Source: an optimization exercise on an open RTL-to-GDS flow (aim: small area and a short achievable clock period). Production flows keep margins and buffers that such runs may drop. Where RTL was checked, it was by simulation tests only, not by an equivalence proof against the original. Power is estimated from default activity; no workload was simulated.

==> flow/design.v (excerpt) <==
module CAM #(parameter SIZE=32)(
	input 							clock, reset,
	input 							enable,
	input 							command,
	input[31:0]						data,
	input[$clog2(SIZE)-1:0]			write_idx,
	output reg[$clog2(SIZE)-1:0]	read_idx,
	output reg						hit
);
	localparam IW = $clog2(SIZE);	 
	wire wr = enable & command;
	wire rd = enable & ~command;
	reg [SIZE-1:0] valid;
	wire search = rd && !reset;		 
	wire [SIZE-1:0] z;				 
	wire [3:0] we_lo;
	wire [7:0] we_hi;
	wire [SIZE-1:0] we;
	genvar i;
	generate for (i = 0; i < 4; i = i + 1) begin : pl
		assign we_lo[i] = write_idx[1:0] == i;
	end
	for (i = 0; i < 8; i = i + 1) begin : ph
		assign we_hi[i] = !reset && wr && write_idx[4:2] == i;
	end
	for (i = 0; i < SIZE; i = i + 1) begin : e
		reg [31:0] word;
		CAM_and2 u_we (.a(we_lo[i % 4]), .b(we_hi[i / 4]), .y(we[i]));
		always @(posedge clock)
			if (we[i])
				word <= data;
		wire live;
		CAM_and2 u_live (.a(valid[i]), .b(search), .y(live));
		CAM_miss u_miss (.word(word), .key(data), .valid(live), .z(z[i]));
	end endgenerate
	wire			any;
	wire [IW-1:0]	first;
	CAM_first u_first (.z(z), .hit(any), .idx(first));
	always @(posedge clock) begin
		hit <= any;
		read_idx <= first;
	end
	always @(posedge clock)
		if (reset)
			valid <= 0;
		else if (wr)
			valid[write_idx] <= 1'b1;
endmodule
For scale: about 47 I/O pins.
==> module CAM_miss, before the edit <==
module CAM_miss(
	input [31:0]	word,
	input [31:0]	key,
	input			valid,
	output			z
);
	wire [31:0]	eq1;	 
	wire [15:0]	ne2;	 
	wire [7:0]	eq4;	 
	wire [3:0]	ne8;	 
	wire [1:0]	eq16;	 
	genvar j;
	generate for (j = 0; j < 32; j = j + 1) begin : b
		CAM_xnor2 u (.a(word[j]), .b(key[j]), .y(eq1[j]));
	end
	for (j = 0; j < 16; j = j + 1) begin : p
		CAM_nand2 u (.a(eq1[2*j]), .b(eq1[2*j+1]), .y(ne2[j]));
	end
	for (j = 0; j < 8; j = j + 1) begin : n
		CAM_nor2 u (.a(ne2[2*j]), .b(ne2[2*j+1]), .y(eq4[j]));
	end
	for (j = 0; j < 4; j = j + 1) begin : y
		CAM_nand2 u (.a(eq4[2*j]), .b(eq4[2*j+1]), .y(ne8[j]));
	end endgenerate
	CAM_nor2 u_h0 (.a(ne8[0]), .b(ne8[1]), .y(eq16[0]));
	CAM_nor2 u_h1 (.a(ne8[2]), .b(ne8[3]), .y(eq16[1]));
	CAM_nand3 u_w (.a(eq16[0]), .b(eq16[1]), .c(valid), .y(z));
endmodule
clock: 4.5 ns
lec_check: 0
cap_margin: 20
core_margin: 2
core_utilization: 40
cts_buf_list: sky130_fd_sc_hd__clkbuf_8 sky130_fd_sc_hd__clkbuf_16
cts_cluster_diameter: 80
cts_cluster_size: 20
setup_slack_margin: 2.3
slew_margin: 20
synth_hierarchical: 1
synth_minimum_keep_size: 0
run.sh (not shown) runs the stock make flow with config.mk's settings and CLKGATE_MAP_FILE= SYNTH_SCRIPT=/design/flow/synth_recipe.tcl, a recipe that flattens the netlist after the stock synthesis.
The first run went through all stages and came out clean.
Rerun with:
--- a/flow/design.v
+++ b/flow/design.v
@@ -54,26 +54,19 @@
 	output			z
 );
 	wire [31:0]	eq1;	 
-	wire [15:0]	ne2;	 
-	wire [7:0]	eq4;	 
-	wire [3:0]	ne8;	 
+	wire [7:0]	ne4;	 
 	wire [1:0]	eq16;	 
 	genvar j;
 	generate for (j = 0; j < 32; j = j + 1) begin : b
 		CAM_xnor2 u (.a(word[j]), .b(key[j]), .y(eq1[j]));
 	end
-	for (j = 0; j < 16; j = j + 1) begin : p
-		CAM_nand2 u (.a(eq1[2*j]), .b(eq1[2*j+1]), .y(ne2[j]));
+	for (j = 0; j < 8; j = j + 1) begin : n
+		CAM_nand4 u (.a(eq1[4*j]), .b(eq1[4*j+1]), .c(eq1[4*j+2]), .d(eq1[4*j+3]), .y(ne4[j]));
 	end
-	for (j = 0; j < 8; j = j + 1) begin : n
-		CAM_nor2 u (.a(ne2[2*j]), .b(ne2[2*j+1]), .y(eq4[j]));
-	end
-	for (j = 0; j < 4; j = j + 1) begin : y
-		CAM_nand2 u (.a(eq4[2*j]), .b(eq4[2*j+1]), .y(ne8[j]));
+	for (j = 0; j < 2; j = j + 1) begin : h
+		CAM_nor4 u (.a(ne4[4*j]), .b(ne4[4*j+1]), .c(ne4[4*j+2]), .d(ne4[4*j+3]), .y(eq16[j]));
 	end endgenerate
-	CAM_nor2 u_h0 (.a(ne8[0]), .b(ne8[1]), .y(eq16[0]));
-	CAM_nor2 u_h1 (.a(ne8[2]), .b(ne8[3]), .y(eq16[1]));
-	CAM_nand3 u_w (.a(eq16[0]), .b(eq16[1]), .c(valid), .y(z));
+	CAM_nand3 u_z (.a(eq16[0]), .b(eq16[1]), .c(valid), .y(z));
 endmodule
 module CAM_first(
 	input [31:0]	z,
@@ -150,3 +143,9 @@
 module CAM_a21o(input a1, input a2, input b1, output y);
 	assign y = (a1 & a2) | b1;
 endmodule
+module CAM_nand4(input a, input b, input c, input d, output y);
+	assign y = ~(a & b & c & d);
+endmodule
+module CAM_nor4(input a, input b, input c, input d, output y);
+	assign y = ~(a | b | c | d);
+endmodule
Outcome: The new run completed without violations. Global-route usage came out higher by 6.7 points. Total power rose by 4.9%. Critical path depth came out lower by 1. Sequential share of layout area falls by 2.2 points. Cell area goes up by 3.9%. Non-clock buffer count went up by 149.
The RTL of the second run of this note was laid out without a check of its function.

-- what the ideal ports hide --
How much do the figures lean on ideal ports? The routed layouts below were timed once more, with nothing changed but the port constraints. Step 1, drivers: a clkbuf_16 drives clock and a buf_2 each remaining input, both assumed. Step 2, shift: input delay + t, output delay - t, t = (earliest + latest rising clock arrival at the registers) / 2. This alone moves slack from input paths to output paths. a / b / c = no drivers / after step 1 / after step 2; a / b = the first two.
run | shift t [ns] | setup WS [ns] | pins driven straight from the clock port
the first run | 0.755 | 2.315 / 2.232 / 1.477 | 1
the second run | 0.702 | 2.047 / 1.895 / 1.193 | 1
After both steps setup and hold are still met in every run listed. For the second run, which loses most, drivers alone change the setup slack by -0.152 ns; drivers and shift together by -0.854 ns.
